Context: an optimization exercise on an open-source flow, tuned for small area, a short achievable clock period and few clock cycles. The choices shown serve that exercise and are no tape-out recipe. In this exercise RTL edits were held to simulation tests only and were not proved equivalent to the original. Power is estimated from default activity; no workload was simulated.

===== flow/config.mk =====
export PLATFORM = sky130hd
export DESIGN_NAME = cpu
export DESIGN_NICKNAME = cpu
export VERILOG_FILES = /design/flow/design.v
export SDC_FILE = /design/flow/constraint.sdc
export NUM_CORES = 4
export LEC_CHECK = 0
export CAP_MARGIN = 20
export CORE_MARGIN = 2
export CORE_UTILIZATION = 40
export SLEW_MARGIN = 20

===== flow/constraint.sdc =====
create_clock -name core_clock -period 165.0 [get_ports {clk}]
set_input_delay 33.0000 -clock core_clock [delete_from_list [all_inputs] [get_ports {clk}]]
set_output_delay 33.0000 -clock core_clock [all_outputs]
set_load 0.01 [all_outputs]

===== flow/design.v =====
`timescale 1ns / 1ps
module register(clk,rst,en,d,q);
	parameter WIDTH = 16;
	input clk;
	input rst;
	input en;
	input [WIDTH-1:0] d;
	output reg [WIDTH-1:0] q;
always @(posedge clk) begin
	if(rst)
		q <= 0;
	else if(en)
		q <= d;
end
endmodule
`timescale 1ns / 1ps
module SignExtend(
	input [8:0] imm,
	output [15:0] sgnimm
    );
assign sgnimm = {{7{imm[8]}},imm};
endmodule
`timescale 1ns / 1ps
module multiplier(
	input [15:0] X,Y,
	output [31:0] SignedResult
   );
	wire [31:0] MR;
	wire [15:0] MX,MY;
	assign MX = X[15]?-X:X;
	assign MY = Y[15]?-Y:Y;
	assign MR = MX*MY;
	assign SignedResult = (X[15]^Y[15])?-MR:MR;
endmodule
`timescale 1ns / 1ps
module divider(
	input [31:0] X,
	input [15:0] Y,
	output [31:0] Q,
	output [15:0] R
	);
	wire [31:0] UQ;
	wire [15:0] UR;
	wire [31:0] MX;
	wire [15:0] MY;
	assign MX = X[31]?-X:X;
	assign MY = Y[15]?-Y:Y;
	assign UQ = (MY == 0) ? 32'hFFFFFFFF : MX/MY;
	assign Q = (X[31]^Y[15])?-UQ:UQ;
	assign UR = (MY == 0) ? MX[15:0] : MX%MY;
	assign R = X[31]?-UR:UR;
endmodule
`timescale 1ns / 1ps
module pow(
	input clk,rst,
	input start,
	output reg ready,
	input [15:0] base,expo,
	output [31:0] result,
	output reg Cflag,Oflag
    );
reg is_idle,is_idle_nxt;
reg [47:0] tmp_res,tmp_res_nxt,tmp_tmp;
reg [15:0] base_reg,base_nxt,expo_reg,expo_nxt;
assign result = tmp_res[31:0];
reg Oflag_nxt;
always @(posedge clk) begin
	if(rst) begin
		is_idle <= 1;
		tmp_res <= 0;
		base_reg <= 0;
		expo_reg <= 0;
		Oflag <= 0;
	end else begin
		is_idle <= is_idle_nxt;
		tmp_res <= tmp_res_nxt;
		base_reg <= base_nxt;
		expo_reg <= expo_nxt;
		Oflag <= Oflag_nxt;
	end
end
always @(*) begin
	is_idle_nxt = is_idle;
	base_nxt = base_reg;
	expo_nxt = expo_reg;
	Oflag_nxt = Oflag;
	tmp_res_nxt = tmp_res;
	Cflag = 0;
	ready = 0;
	tmp_tmp = 0;
	if(is_idle) begin
		ready = 0;
		if(start) begin
			is_idle_nxt = 0;
			base_nxt = base;
			expo_nxt = expo;
			tmp_res_nxt = 1;
			Oflag_nxt = 0;
		end
	end else begin  
		if(expo_reg == 0 || expo_reg[15]) begin
			if((expo_reg == 0 && base_reg == 0) || expo_reg[15])
				Cflag = 1; 
			ready=1;
			is_idle_nxt = 1;
		end else begin
			expo_nxt = expo_reg - 1;
			tmp_tmp = (tmp_res[47]?-tmp_res:tmp_res) * {32'b0,(base_reg[15]?-base_reg:base_reg)};
			tmp_res_nxt = (tmp_res[47] ^ base_reg[15])?-tmp_tmp:tmp_tmp;
			if((tmp_res_nxt&48'hFFFF80000000) != 0 && (tmp_res_nxt&48'hFFFF80000000) != 48'hFFFF80000000)
				Oflag_nxt = 1;
		end
	end
end
endmodule
`timescale 1ns / 1ps
module sqrt(
	input clk,rst,
	input start,
	output reg ready,
	input [31:0] initial_nr,
	output [15:0] result,
	output reg Cflag,Oflag
    );
reg [1:0] state_reg,state_nxt;
reg [63:0] operand,operand_nxt;
reg [15:0] res_tmp,res_tmp_nxt;
reg [7:0] cnt,cnt_nxt;
assign result = res_tmp;
always @(posedge clk) begin
	if(rst) begin
		state_reg <= 0;
		operand <= 0;
		res_tmp <= 0;
		cnt <= 0;
	end else begin
		state_reg <= state_nxt;
		operand <= operand_nxt;
		res_tmp <= res_tmp_nxt;
		cnt <= cnt_nxt;
	end
end
always @(*) begin
	state_nxt = state_reg;
	operand_nxt = operand;
	res_tmp_nxt = res_tmp;
	cnt_nxt = cnt;
	ready = 0;
	Cflag = 0;
	Oflag = 0;
	case(state_reg)
		0: begin
			if(start) begin
				state_nxt = 1;
				operand_nxt = {32'b0,initial_nr};
				res_tmp_nxt = 0;
				cnt_nxt = 16;
			end
		end
		1: begin
			operand_nxt = operand<<2;
			if(cnt == 0 || (cnt == 16 && operand[31])) begin
				if(operand[31])
					Cflag = 1;
				state_nxt = 0;
				Oflag = res_tmp[15];
				ready = 1;
			end else
				state_nxt = 2;
		end
		2: begin
			cnt_nxt = cnt - 1;
			if(operand[63:32] >= {14'b0,res_tmp,2'b01}) begin
				operand_nxt[63:32] = operand[63:32] - {14'b0,res_tmp,2'b01};
				res_tmp_nxt = {res_tmp[14:0],1'b1};
			end else begin
				res_tmp_nxt = {res_tmp[14:0],1'b0};
			end
			state_nxt = 1;
		end
	endcase
end
endmodule
`timescale 1ns / 1ps
module ALU(
	input clk,
	input rst,
	input [15:0] srcA,
	input [15:0] srcB,
	input [15:0] extra_X,
	output [15:0] res,
	output reg [15:0] extra_res,
	input [4:0] opsel,
	output reg ready,
	input Cflag,Oflag,
	output reg [3:0] flag_next
    );
reg [16:0] res_ext;
reg [16:0] shift_aid;
reg [15:0] shift_amount;
wire [16:0] sign_srcA;
assign res = res_ext[15:0];
wire [31:0] mul_result;
wire [31:0] div_result;
wire [15:0] mod_result;
assign sign_srcA = {16{srcA[15]}};
multiplier mul(srcA,srcB,mul_result);
divider    div({extra_X,srcA},srcB,div_result,mod_result);
wire pow_ready,pow_C,pow_O;
wire [31:0] pow_result;
pow p(.clk(clk), .rst(rst), 
	.start(opsel == 14),
	.ready(pow_ready),
	.base(srcA),.expo(srcB),
	.result(pow_result),
	.Cflag(pow_C),
	.Oflag(pow_O));
wire sqrt_ready,sqrt_C,sqrt_O;
wire [15:0] sqrt_result;
sqrt sq(.clk(clk), .rst(rst), 
	.start(opsel == 13),
	.ready(sqrt_ready),
	.initial_nr({extra_X,srcA}),
	.result(sqrt_result),
	.Cflag(sqrt_C),
	.Oflag(sqrt_O));
always @(*) begin
	extra_res = 0;
	res_ext = 0;
	ready = 1;
	flag_next[1] = Cflag;
	flag_next[0] = Oflag;
	flag_next[3] = 0;
	flag_next[2] = 0;
	shift_aid = 0;
	shift_amount = srcB;
	if(opsel[3] == 1)
		shift_amount = srcB & 16'h000f;
	case(opsel)
		0: res_ext = {1'b0,srcB};
		1: begin
			res_ext = srcA + srcB;
			flag_next[1] = res_ext[16];
			flag_next[0] = (srcA[15]&srcB[15]&(~res_ext[15]))|((~srcA[15])&(~srcB[15])&res_ext[15]);
			flag_next[3] = (res_ext == 0);
			flag_next[2] = res_ext[15];
		end
		2: begin
			res_ext = srcA - srcB;
			flag_next[1] = res_ext[16];
			flag_next[0] = (srcA[15]&(~srcB[15])&(~res_ext[15]))|((~srcA[15])&srcB[15]&res_ext[15]);
			flag_next[3] = (res_ext == 0);
			flag_next[2] = res_ext[15];
		end
		3: begin
			res_ext = srcA + 1;
			flag_next[1] = res_ext[16];
			flag_next[0] = (~srcA[15])&res_ext[15];
			flag_next[3] = (res_ext == 0);
			flag_next[2] = res_ext[15];
		end
		4: begin
			res_ext = srcA - 1;
			flag_next[1] = res_ext[16];
			flag_next[0] = srcA[15]&(~res_ext[15]);
			flag_next[3] = (res_ext == 0);
			flag_next[2] = res_ext[15];
		end
		8: begin
			res_ext = {1'b0, srcA & srcB};
			flag_next[3] = (res_ext == 0);
			flag_next[2] = res_ext[15];
		end
		9: begin
			res_ext = {1'b0, srcA | srcB};
			flag_next[3] = (res_ext == 0);
			flag_next[2] = res_ext[15];
		end
		10: begin
			res_ext = {1'b0, srcA ^ srcB};
			flag_next[3] = (res_ext == 0);
			flag_next[2] = res_ext[15];
		end
		11: begin
			res_ext = {1'b0, ~srcA};
			flag_next[3] = (res_ext == 0);
			flag_next[2] = res_ext[15];
		end
		12: begin
			res_ext = {1'b0,-srcA};
			flag_next[3] = (res_ext == 0);
			flag_next[2] = res_ext[15];
		end
		5: begin
			res_ext = {1'b0,mul_result[15:0]};
			extra_res = mul_result[31:16];
			flag_next[3] = (mul_result == 0);
			flag_next[2] = mul_result[31];
			flag_next[0] = (mul_result[31:15] == 0) || (mul_result[31:15] == 17'h1ffff);
			flag_next[1] = (mul_result[31:15] == 0) || (mul_result[31:15] == 17'h1ffff);
		end
		6: begin
			res_ext = {1'b0,div_result[15:0]};
			extra_res = div_result[31:16];
			flag_next[3] = (div_result == 0);
			flag_next[2] = div_result[31];
			flag_next[0] = ({extra_X,srcA} == 32'h80000000) && (srcB  == 16'hffff);
			flag_next[1] = (srcB == 0);
		end
		7: begin
			res_ext = {1'b0,mod_result};
			flag_next[3] = (mod_result == 0);
			flag_next[2] = mod_result[15];
			flag_next[0] = ({extra_X,srcA} == 32'h80000000) && (srcB  == 16'hffff);
			flag_next[1] = (srcB == 0);
		end
		14: begin
			ready = pow_ready;
			res_ext = {1'b0,pow_result[15:0]};
			extra_res = pow_result[31:16];
			flag_next[3] = (pow_result == 0);
			flag_next[2] = pow_result[31];
			flag_next[0] = pow_O;
			flag_next[1] = pow_C;
		end
		13: begin
			ready = sqrt_ready;
			res_ext = {1'b0,sqrt_result};
			flag_next[3] = (sqrt_result == 0);
			flag_next[2] = sqrt_result[15];
			flag_next[0] = sqrt_O;
			flag_next[1] = sqrt_C;
		end
		16, 24: begin
			shift_aid = ({srcA,1'b0}>>shift_amount);
			res_ext = shift_aid[16:1];
			flag_next[3] = (res_ext == 0);
			flag_next[2] = res_ext[15];
			flag_next[0] = (res_ext[15] != srcA[15]);
			flag_next[1] = shift_aid[0];
		end
		17, 25: begin
			shift_aid = ({1'b0,srcA}<<shift_amount);
			res_ext = shift_aid[15:0];
			flag_next[3] = (res_ext == 0);
			flag_next[2] = res_ext[15];
			flag_next[0] = (res_ext[15] != srcA[15]);
			flag_next[1] = shift_aid[16];
		end
		18, 26: begin
			shift_aid = ({srcA,1'b0}>>shift_amount) | (sign_srcA<<(16-shift_amount));
			res_ext = shift_aid[16:1];
			flag_next[3] = (res_ext == 0);
			flag_next[2] = res_ext[15];
			flag_next[0] = (res_ext[15] != srcA[15]);
			flag_next[1] = shift_aid[0];
		end
		19, 27: begin
			shift_aid = ({1'b0,srcA}<<shift_amount) | (sign_srcA>>(16-shift_amount));
			res_ext = shift_aid[15:0];
			flag_next[3] = (res_ext == 0);
			flag_next[2] = res_ext[15];
			flag_next[0] = (res_ext[15] != srcA[15]);
			flag_next[1] = shift_aid[16];
		end
		20, 28: begin
			res_ext = {1'b0,(srcA>>shift_amount)|(srcA<<(16-shift_amount))};
			flag_next[3] = (res_ext == 0);
			flag_next[2] = res_ext[15];
			flag_next[0] = (res_ext[15] != srcA[15]);
			flag_next[1] = res_ext[15];
		end
		21, 29: begin
			res_ext = {1'b0,(srcA<<shift_amount)|(srcA>>(16-shift_amount))};
			flag_next[3] = (res_ext == 0);
			flag_next[2] = res_ext[15];
			flag_next[0] = (res_ext[15] != srcA[15]);
			flag_next[1] = res_ext[0];
		end
		22, 30: begin
			res_ext = ({Cflag,srcA}>>shift_amount) | ({Cflag,srcA}<<(17-shift_amount));
			flag_next[1] = res_ext[16];
			flag_next[3] = (res_ext[15:0] == 0);
			flag_next[2] = res_ext[15];
			flag_next[0] = (res_ext[15] != srcA[15]);
		end
		23, 31: begin
			res_ext = ({Cflag,srcA}<<shift_amount) | ({Cflag,srcA}>>(17-shift_amount));
			flag_next[1] = res_ext[16];
			flag_next[3] = (res_ext[15:0] == 0);
			flag_next[2] = res_ext[15];
			flag_next[0] = (res_ext[15] != srcA[15]);
		end
	endcase
end
endmodule
`timescale 1ns / 1ps
module controlUnit(
	input [15:0] instr,
	output reg branch,
	output reg ret,
	output reg loadPC,
	output reg push,
	output reg op_stack,
	output reg [4:0] opsel,
	output reg [1:0] sel_srcA,
	output reg [1:0] sel_srcB,
	input ready,
	output reg [1:0] data_addr_sel,
	output reg wr_to_data_mem,
	output reg [1:0] mem_data_wr_sel,
	output reg reg_from_mem,
	output reg extra_write_X,
	output reg wr_X,
	output reg wr_Y,
	output reg wr_ACC,
	output reg save_flags,
	input [3:0] flags
);
always @(*) begin
	branch = 0;
	ret = 0;
	loadPC = ready;
	push = 0;
	op_stack = 0;
	opsel = 0;
	sel_srcA = 0;
	sel_srcB = 0;
	data_addr_sel = 0;
	wr_to_data_mem = 0;
	mem_data_wr_sel = 0;
	reg_from_mem = 0;
	extra_write_X = 0;
	wr_X = 0;
	wr_Y = 0;
	wr_ACC = 0;
	save_flags = 0;
	case(instr[15:10])
		0: begin   end
		1: begin
			if(instr[9]) begin  
				push = 1;
				op_stack = 1;
				data_addr_sel = 3;
				mem_data_wr_sel = instr[8:7];
				wr_to_data_mem = ready;
			end else begin  
				push = 0;
				op_stack = 1;
				data_addr_sel = 2;
				reg_from_mem = 1;
				if(instr[8:7] == 0)
					wr_X = ready;
				else if(instr[8:7] == 1)
					wr_Y = ready;
				else
					wr_ACC = ready;
			end
		end
		2: begin
			data_addr_sel = 1;
			reg_from_mem = 1;
			if(instr[9] == 0)
				wr_X = ready;
			else
				wr_Y = ready;
		end
		3: begin
			data_addr_sel = 1;
			if(instr[9] == 0)
				mem_data_wr_sel = 0;
			else
				mem_data_wr_sel = 1;
			wr_to_data_mem = ready;
		end
		4: begin
			data_addr_sel = 0;
			opsel = 1;
			sel_srcB = 3;
			reg_from_mem = 1;
			if(instr[9] == 0) begin
				wr_X = ready;
				sel_srcA = 1;
			end else begin
				wr_Y = ready;
				sel_srcA = 0;
			end
		end
		5: begin
			data_addr_sel = 0;
			opsel = 1;
			sel_srcB = 3;
			if(instr[9] == 0) begin
				mem_data_wr_sel = 0;
				sel_srcA = 1;
			end else begin
				mem_data_wr_sel = 1;
				sel_srcA = 0;
			end
			wr_to_data_mem = ready;
		end
		6: begin
			opsel = 0;
			sel_srcB = 3;
			reg_from_mem = 0;
			if(instr[9] == 0)
				wr_X = ready;
			else
				wr_Y = ready;
		end
		7: begin
			opsel = 0;
			reg_from_mem = 0;
			sel_srcB = instr[7:6];
			if(instr[9:8] == 2'b00) begin
				wr_X = ready;
			end else if (instr[9:8] == 2'b01) begin
				wr_Y = ready;
			end else begin
				wr_ACC = ready;
			end
		end
		8: begin
			opsel = 13;
			sel_srcA = 2;
			reg_from_mem = 0; wr_ACC = ready; save_flags = ready;
		end
		9: begin
			opsel = 14;
			sel_srcA = 2;
			sel_srcB = instr[9:8];
			wr_X = 1;
			extra_write_X = 1;
			reg_from_mem = 0; wr_ACC = ready; save_flags = ready;
		end
		16: branch = 1;
		17: branch = flags[3];
		18: branch = ~flags[3];
		19: branch = (flags[2] != flags[0]);
		20: branch = ((flags[3]==0) && (flags[0] == flags[2]));
		21: branch = ((flags[3]==1) || (flags[0] != flags[2]));
		22: branch = (flags[2] == flags[0]);
		23: branch = flags[1];
		24: branch = flags[0];
		30: begin
			push = 1;
			op_stack = 1;
			data_addr_sel = 3;
			mem_data_wr_sel = 3;
			wr_to_data_mem = ready;
			branch = 1;
		end
		31: begin
			push = 0;
			op_stack = 1;
			data_addr_sel = 2;
			ret = 1;
		end
		32: begin
			opsel = 1;
			if(instr[9] == 0)
				sel_srcA = 0;
			else
				sel_srcA = 1;
			sel_srcB = 3;
			reg_from_mem = 0; wr_ACC = ready; save_flags = ready;
		end
		33: begin
			opsel = 1;
			sel_srcA = 2;
			sel_srcB = 3;
			reg_from_mem = 0; wr_ACC = ready; save_flags = ready;
		end
		34: begin
			opsel = 1;
			sel_srcA = instr[9:8];
			sel_srcB = instr[7:6];
			reg_from_mem = 0; wr_ACC = ready; save_flags = ready;
		end
		36: begin
			opsel = 	2;
			if(instr[9] == 0)
				sel_srcA = 0;
			else
				sel_srcA = 1;
			sel_srcB = 3;
			reg_from_mem = 0; wr_ACC = ready; save_flags = ready;
		end
		37: begin
			opsel = 2;
			sel_srcA = 2;
			sel_srcB = 3;
			reg_from_mem = 0; wr_ACC = ready; save_flags = ready;
		end
		38: begin
			opsel = 2;
			sel_srcA = instr[9:8];
			sel_srcB = instr[7:6];
			reg_from_mem = 0; wr_ACC = ready; save_flags = ready;
		end
		40: begin  
			opsel = {1'b1,instr[4] | instr[1] | instr[0],instr[9:7]};
			sel_srcA = instr[6:5];
			if(instr[4]==1) begin
				sel_srcB = 3;
			end else begin
				sel_srcB = instr[3:2];
			end
			reg_from_mem = 0; wr_ACC = ready; save_flags = ready;
		end
		42: begin
			opsel = 3;
			sel_srcA = instr[9:8];
			if(instr[9:8] == 2'b00)
				wr_X = ready;
			else if(instr[9:8] == 2'b01)
				wr_Y = ready;
			else
				wr_ACC = ready;
			reg_from_mem = 0;
			save_flags = ready;
		end
		43: begin
			opsel = 4;
			sel_srcA = instr[9:8];
			if(instr[9:8] == 2'b00)
				wr_X = ready;
			else if(instr[9:8] == 2'b01)
				wr_Y = ready;
			else
				wr_ACC = ready;
			reg_from_mem = 0;
			save_flags = ready;
		end
		44: begin
			opsel = 5;
			sel_srcA = instr[9:8];
			sel_srcB = instr[7:6];
			wr_X = 1;
			extra_write_X = 1;
			reg_from_mem = 0; wr_ACC = ready; save_flags = ready;
		end
		45: begin
			opsel = 5;
			sel_srcA = 2;  sel_srcB = 3;
			wr_X = 1;
			extra_write_X = 1;
			reg_from_mem = 0; wr_ACC = ready; save_flags = ready;
		end
		46: begin
			opsel = 6;
			sel_srcA = instr[9:8];
			sel_srcB = instr[7:6];
			wr_X = 1;
			extra_write_X = 1;
			reg_from_mem = 0; wr_ACC = ready; save_flags = ready;
		end
		47: begin
			opsel = 6;
			sel_srcA = 2;  sel_srcB = 3;
			wr_X = 1;
			extra_write_X = 1;
			reg_from_mem = 0; wr_ACC = ready; save_flags = ready;
		end
		48: begin
			opsel = 7;
			sel_srcA = instr[9:8];
			sel_srcB = instr[7:6];
			reg_from_mem = 0; wr_ACC = ready; save_flags = ready;
		end
		49: begin
			opsel = 7;
			sel_srcA = 2;  sel_srcB = 3;
			reg_from_mem = 0; wr_ACC = ready; save_flags = ready;
		end
		50: begin
			opsel = 8;
			sel_srcA = instr[9:8];
			sel_srcB = instr[7:6];
			reg_from_mem = 0; wr_ACC = ready; save_flags = ready;
		end
		51: begin
			opsel = 8;
			sel_srcA = 2;  sel_srcB = 3;
			reg_from_mem = 0; wr_ACC = ready; save_flags = ready;
		end
		52: begin
			opsel = 9;
			sel_srcA = instr[9:8];
			sel_srcB = instr[7:6];
			reg_from_mem = 0; wr_ACC = ready; save_flags = ready;
		end
		53: begin
			opsel = 9;
			sel_srcA = 2;  sel_srcB = 3;
			reg_from_mem = 0; wr_ACC = ready; save_flags = ready;
		end
		54: begin
			opsel = 10;
			sel_srcA = instr[9:8];
			sel_srcB = instr[7:6];
			reg_from_mem = 0; wr_ACC = ready; save_flags = ready;
		end
		55: begin
			opsel = 10;
			sel_srcA = 2;  sel_srcB = 3;
			reg_from_mem = 0; wr_ACC = ready; save_flags = ready;
		end
		56: begin
			opsel = 11;
			sel_srcA = instr[9:8];
			reg_from_mem = 0; wr_ACC = ready; save_flags = ready;
		end
		57: begin
			opsel = 12;
			sel_srcA = instr[9:8];
			reg_from_mem = 0; wr_ACC = ready; save_flags = ready;
		end
		58: begin
			opsel = 	2;
			if(instr[9] == 0)
				sel_srcA = 0;
			else
				sel_srcA = 1;
			sel_srcB = 3;
			reg_from_mem = 0; wr_ACC = 0; save_flags = ready;
		end
		59: begin
			opsel = 2;
			sel_srcA = 2;
			sel_srcB = 3;
			reg_from_mem = 0; wr_ACC = 0; save_flags = ready;
		end
		60: begin
			opsel = 2;
			sel_srcA = instr[9:8];
			sel_srcB = instr[7:6];
			reg_from_mem = 0; wr_ACC = 0; save_flags = ready;
		end
		61: begin
			opsel = 	8;
			if(instr[9] == 0)
				sel_srcA = 0;
			else
				sel_srcA = 1;
			sel_srcB = 3;
			reg_from_mem = 0; wr_ACC = 0; save_flags = ready;
		end
		62: begin
			opsel = 8;
			sel_srcA = 2;
			sel_srcB = 3;
			reg_from_mem = 0; wr_ACC = 0; save_flags = ready;
		end
		63: begin
			opsel = 8;
			sel_srcA = instr[9:8];
			sel_srcB = instr[7:6];
			reg_from_mem = 0; wr_ACC = 0; save_flags = ready;
		end
	endcase
end
endmodule
`timescale 1ns / 1ps
module cpu(
	input clk,rst,
	output [9:0] instr_Addr,
	input [15:0] instr,
	output reg [8:0] data_Addr,
	output reg [15:0] write_data,
	input [15:0] read_data,
	output write_enable
    );
wire [15:0] sign_Imm;
wire [8:0] immediate;
assign immediate = instr[8:0];
SignExtend sgex(
	.imm(immediate),
	.sgnimm(sign_Imm)
);
wire [3:0] flag_reg,flag_next;
wire save_flags;
register #(4) FlagReg(clk,rst,save_flags,flag_next,flag_reg);
reg [15:0] srcA,srcB;
wire [15:0] res,extra_res;
reg [8:0] SP_next;
wire [8:0] SP_reg;
wire branch,ret,loadPC,reg_from_mem;
wire push,op_stack,wr_X,wr_Y,wr_ACC,extra_write_X;
wire [1:0] sel_srcA,sel_srcB,data_addr_sel,mem_data_wr_sel;
wire [4:0] opsel;
wire ready;
controlUnit cu(
	.instr(instr),
	.branch(branch),
	.ret(ret),
	.loadPC(loadPC),
	.push(push),
	.op_stack(op_stack),
	.opsel(opsel),
	.sel_srcA(sel_srcA),
	.sel_srcB(sel_srcB),
	.ready(ready),
	.data_addr_sel(data_addr_sel),
	.wr_to_data_mem(write_enable),
	.mem_data_wr_sel(mem_data_wr_sel),
	.reg_from_mem(reg_from_mem),
	.extra_write_X(extra_write_X),
	.wr_X(wr_X),
	.wr_Y(wr_Y),
	.wr_ACC(wr_ACC),
	.save_flags(save_flags),
	.flags(flag_reg)
);
wire [15:0] X_reg,Y_reg,ACC_reg;
reg [15:0] reg_next;
register X  (clk,rst,wr_X, extra_write_X?extra_res:reg_next  ,X_reg);
register Y  (clk,rst,wr_Y,reg_next,Y_reg);
register ACC(clk,rst,wr_ACC,reg_next,ACC_reg);
always @(*) begin
	if(reg_from_mem)
		reg_next = read_data;
	else
		reg_next = res;
end
wire [9:0] PC_reg,PC_reg_plus_1;
reg [9:0] PC_next;
wire [9:0] PC_branch;
assign PC_reg_plus_1 = PC_reg + 1;
register #(10) PC(clk,rst,loadPC,PC_next,PC_reg);
assign instr_Addr = PC_reg;
assign PC_branch = instr[9:0];
always @(*) begin
	PC_next = PC_reg_plus_1;
	if(ret)
		PC_next = read_data[9:0];
	else if(branch)
		PC_next = PC_branch;
end
ALU alu(
	.clk(clk),.rst(rst),
	.srcA(srcA),
	.srcB(srcB),
	.extra_X(X_reg),
	.res(res),
	.extra_res(extra_res),
	.opsel(opsel),
	.ready(ready),
	.Cflag(flag_reg[1]),
	.Oflag(flag_reg[0]),
	.flag_next(flag_next)
);
always @(*) begin
	case(sel_srcA)
		0: srcA = X_reg;
		1: srcA = Y_reg;
		2: srcA = ACC_reg;
		3: srcA = sign_Imm;
	endcase
	case(sel_srcB)
		0: srcB = X_reg;
		1: srcB = Y_reg;
		2: srcB = ACC_reg;
		3: srcB = sign_Imm;
	endcase
end
always @(*) begin
	case(mem_data_wr_sel)
		0: write_data = X_reg;
		1: write_data = Y_reg;
		2: write_data = ACC_reg;
		3: write_data = {6'b0,PC_reg_plus_1};
	endcase
	if(push)
		SP_next = SP_reg - 1;
	else
		SP_next = SP_reg + 1;
	case(data_addr_sel)
		0: data_Addr = res[8:0];
		1: data_Addr = instr[8:0];
		2: data_Addr = SP_reg;
		3: data_Addr = SP_next;
	endcase
end
register #(9) SP (clk,rst,op_stack,SP_next,SP_reg);
endmodule

===== flow/run.sh =====
#!/bin/bash
# synth_recipe.tcl (not shown) runs the flow's synth.tcl, then flattens the netlist and writes it again
# the make line also repeats each setting of config.mk as NAME=value (left out here)
make -C /OpenROAD-flow-scripts/flow DESIGN_CONFIG=/design/flow/config.mk WORK_HOME=/design/flow/orfs CLKGATE_MAP_FILE= SYNTH_SCRIPT=/design/flow/synth_recipe.tcl finish

==> results.txt <==
CTS sink count=243; CP top delay family=compound AO/OA/AOI/OAI gates; filler cell count=approximately 19000; Seq. pwr=~0.000070 W; Post-Syn Area=78700 um2; RSZ-0062 raised after global routing=true; CTS max path bufs=3; Worst path depth=548; Psw=around 0.15 W; CTS Hold Bufs=0; Clock power frac=0%; max_cap viols=0; Tmin final=162.76 ns; share of cells above drive strength 1=16.0%; Top power group=combinational cells; reg2reg setup slack=65.69 ns; Leak Pwr=39.7 nW; TNS Setup=0 ns; Seq/Total Area, Yosys=6.18%; fmax=0.00614 GHz; Setup crit start=instr[12]; Logic pwr share=99.9%; Synth cell types=approximately 140; total chip power=around 0.27 W; transition time of the tightest slew-check pin=between 1 and 1.5 ns; HP Start=alu.sq.operand[15]; Post-DRT Antenna Nets=0; Max-slew headroom=between 10% and 20%; final max-slew violation count=0; I/O pin cnt=70; DR iter-0 viols=8382; clock-net power=0.0000711 W; syn avg cell area=between 7 and 8 um2; CP startpoint kind=input port; 1st-pass router iterations=6; Setup crit end kind=output pin; CTS tree=done; Crit path buffers/inverters=38; max reg flops=64; Mapped Cells=10900; worst hold-check path type=flop to flop; biggest regs=alu.sq.operand x64, alu.p.tmp_res x48; placer congestion estimate=1.11; Hold EP=alu.sq.operand[15]; Arr. time, crit path=129.76 ns; vias in the first global route=85300; Reg power frac=0%; Net Sw Frac=between 50 and 60%; Setup CP Type=input port to output pin; Power Combinational=0.273 W; Worst EP required=132.00 ns; commonest non-fill, non-tap cell in the layout=nand2_1; r2r endpoint=FlagReg.q[3]; Hold WS=roughly 0.45 ns; DR WL/cell=around 26 um; Initial Utilization=40.3%; die width=about 450 um; Post-layout nets=12900; row count=162; routed wire length=between 300000 and 400000 um; CTS clk-pin slew, worst paths=0.07 ns; fin crit share=between 90% and 100%; port buffer count=69; total CTS buffers=30; Yosys reg bits=243; Die H=448 um; Final setup viols=0; clk_skew=0.0835 ns; CP max stage delay=0.63 ns; largest reg by FF count=alu.sq.operand; Residual DRC=0; Syn. warnings=9; via-per-instance ratio=between 6 and 7; via count=88000; status=timing/DRC/antenna clean; initial antenna violation count=18; most frequent cells in the layout=nand2_1, nor2_1, inv_1; H-tree levels=1; area of the core=195000 um2; clock latency (worst-skew pair)=0.66 ns; VDD IR max=0.00718 V; first-pass GRT wire length=between 500000 and 600000 um; Post-synth EDFFs=0; CP max stage cell=or4b_4; largest net degree at the start of global routing=86; worst setup path end=data_Addr[8]; final hold vios=0; asr flop ratio synth=0%; reg2reg path depth=548; Synth Flop Type=dfxtp_1; grt ovf=0; Hold Path Depth=2; most frequent CP cell=o21a_1; DP HPWL=289000 um; P_int=0.123 W; Mapped Nets=12400; Area Growth Syn to Fin=17.4%; root buffer cell=clkbuf_16; GR Util All Layers=35.8%; reg2reg start=X.q[10]; Die ar.=200000 um2; Power Density=around 3000 nW/um2; Max Fanout on Critical Path=13
-- cells in the mapped netlist (all sizes together) (66+ instances only) --
cell    count  area [um2]
a211oi     97         743
a21o      127         953
a21oi     681        3420
a22oi      69         518
a31oi      95         613
and3       66         418
buf       113         510
clkbuf    457        1720
dfxtp     243        4860
fa        726       14500
ha        676        8460
inv      1012        3800
mux2      104        1170
mux2i     111        1110
nand2    1414        5310
nand2b     78         488
nand3     233        1220
nand4      97         619
nor2     1238        4670
nor2b     123         769
nor3      421        2190
nor4      101         674
o211ai    100         774
o21a      275        2060
o21ai     561        2810
o21bai     67         507
o31ai     182        1420
or2        80         500
or3        98         618
xnor2     405        3550
xor2      149        1310
-- kinds of logic after synthesis --
logic type      count (synthesis)  synth area share [%]
mux                           224                  3.17
flops                         243                  6.18
fa+ha+maj                    1403                  29.2
buf+inv                      1600                  7.74
compound gates               2762                  23.5
simple gates                 4136                  24.1
xor+xnor                      554                  6.17
-- layer usage --
layer	vias up	global-route usage, %	routed length, um
met5	-	0	78
met4	12	21.1	27200
met3	1289	7.33	34100
met2	4592	56.9	165000
met1	43100	44.8	146000
li1	39100	-	-
-- per-stage QoR --
step / cells / setup WS [ns] / area, um2 / utilization, %
after CTS: 13900 / 0.0145 / 88400 / 45.3
final: 14100 / 2.24 / 92400 / 47.3
after global placement: 13800 / 0.347 / 87100 / 44.6
after global routing: 14100 / -2.53 / 92400 / 47.3
after floorplan: 10900 / 0.00772 / 79600 / -
after detailed placement: 13800 / -1.62 / 87100 / 44.6
-- layout make-up --
class | instances | area (um2) | share of cell area, %
inverters | 1030 | 3870 | 4.19
flip-flops and latches | 243 | 4870 | 5.27
multi-input cells | 9079 | 70800 | 76.6
repair buffers | 1072 | 8520 | 9.22
clock buffers | 42 | 886 | 0.958
diodes | 11 | 27.5 | 0.0298
clock inverters | 14 | 155 | 0.168
well taps | 2624 | 3280 | 3.55
-- timing repair --
action                                  4_1_cts  5_1_grt
setup buffers                                11      240
gates cloned                                  0        6
pin swaps                                    12      279
endpoints found under the setup margin        9        9
gates resized for setup                      33      487
-- power groups by stage --
stage	Combinational (W)	Clock, W	Sequential [W]
after global placement	0.247	0	0.0000705
after floorplan	0.241	0	0.0000669
-- worst min path at each step --
stage | start | to | slack, ns | cells after the start
3_3_place_gp | alu.sq.operand[9] | alu.sq.operand[9] | 0.44 | 2
2_1_floorplan | alu.sq.operand[11] | alu.sq.operand[11] | 0.43 | 2

[re-timing with driven ports]
The results above use ideal ports. As a check the final layout listed here was re-extracted and re-timed, cells and wires unchanged. Step 1 assumes that a clkbuf_16 drives the clock port and a buf_2 every other input. Step 2, shift: input delay + t, output delay - t, t = (earliest + latest rising clock arrival at the registers) / 2. This alone moves slack from input paths to output paths. a / b / c = ideal ports / drivers / drivers and shift; a / b = the first two.
t, ns: 0.694
setup WS [ns]: 2.235 / 2.208 / 2.208
worst hold slack (ns): 0.455 / 0.455 / 0.455
worst data-port slew with drivers (ns): 0.06
pins driven straight from the clock port: 1
After both steps this run still meets setup and hold. For this run, drivers alone change the setup slack by -0.027 ns; drivers and shift together by -0.027 ns.
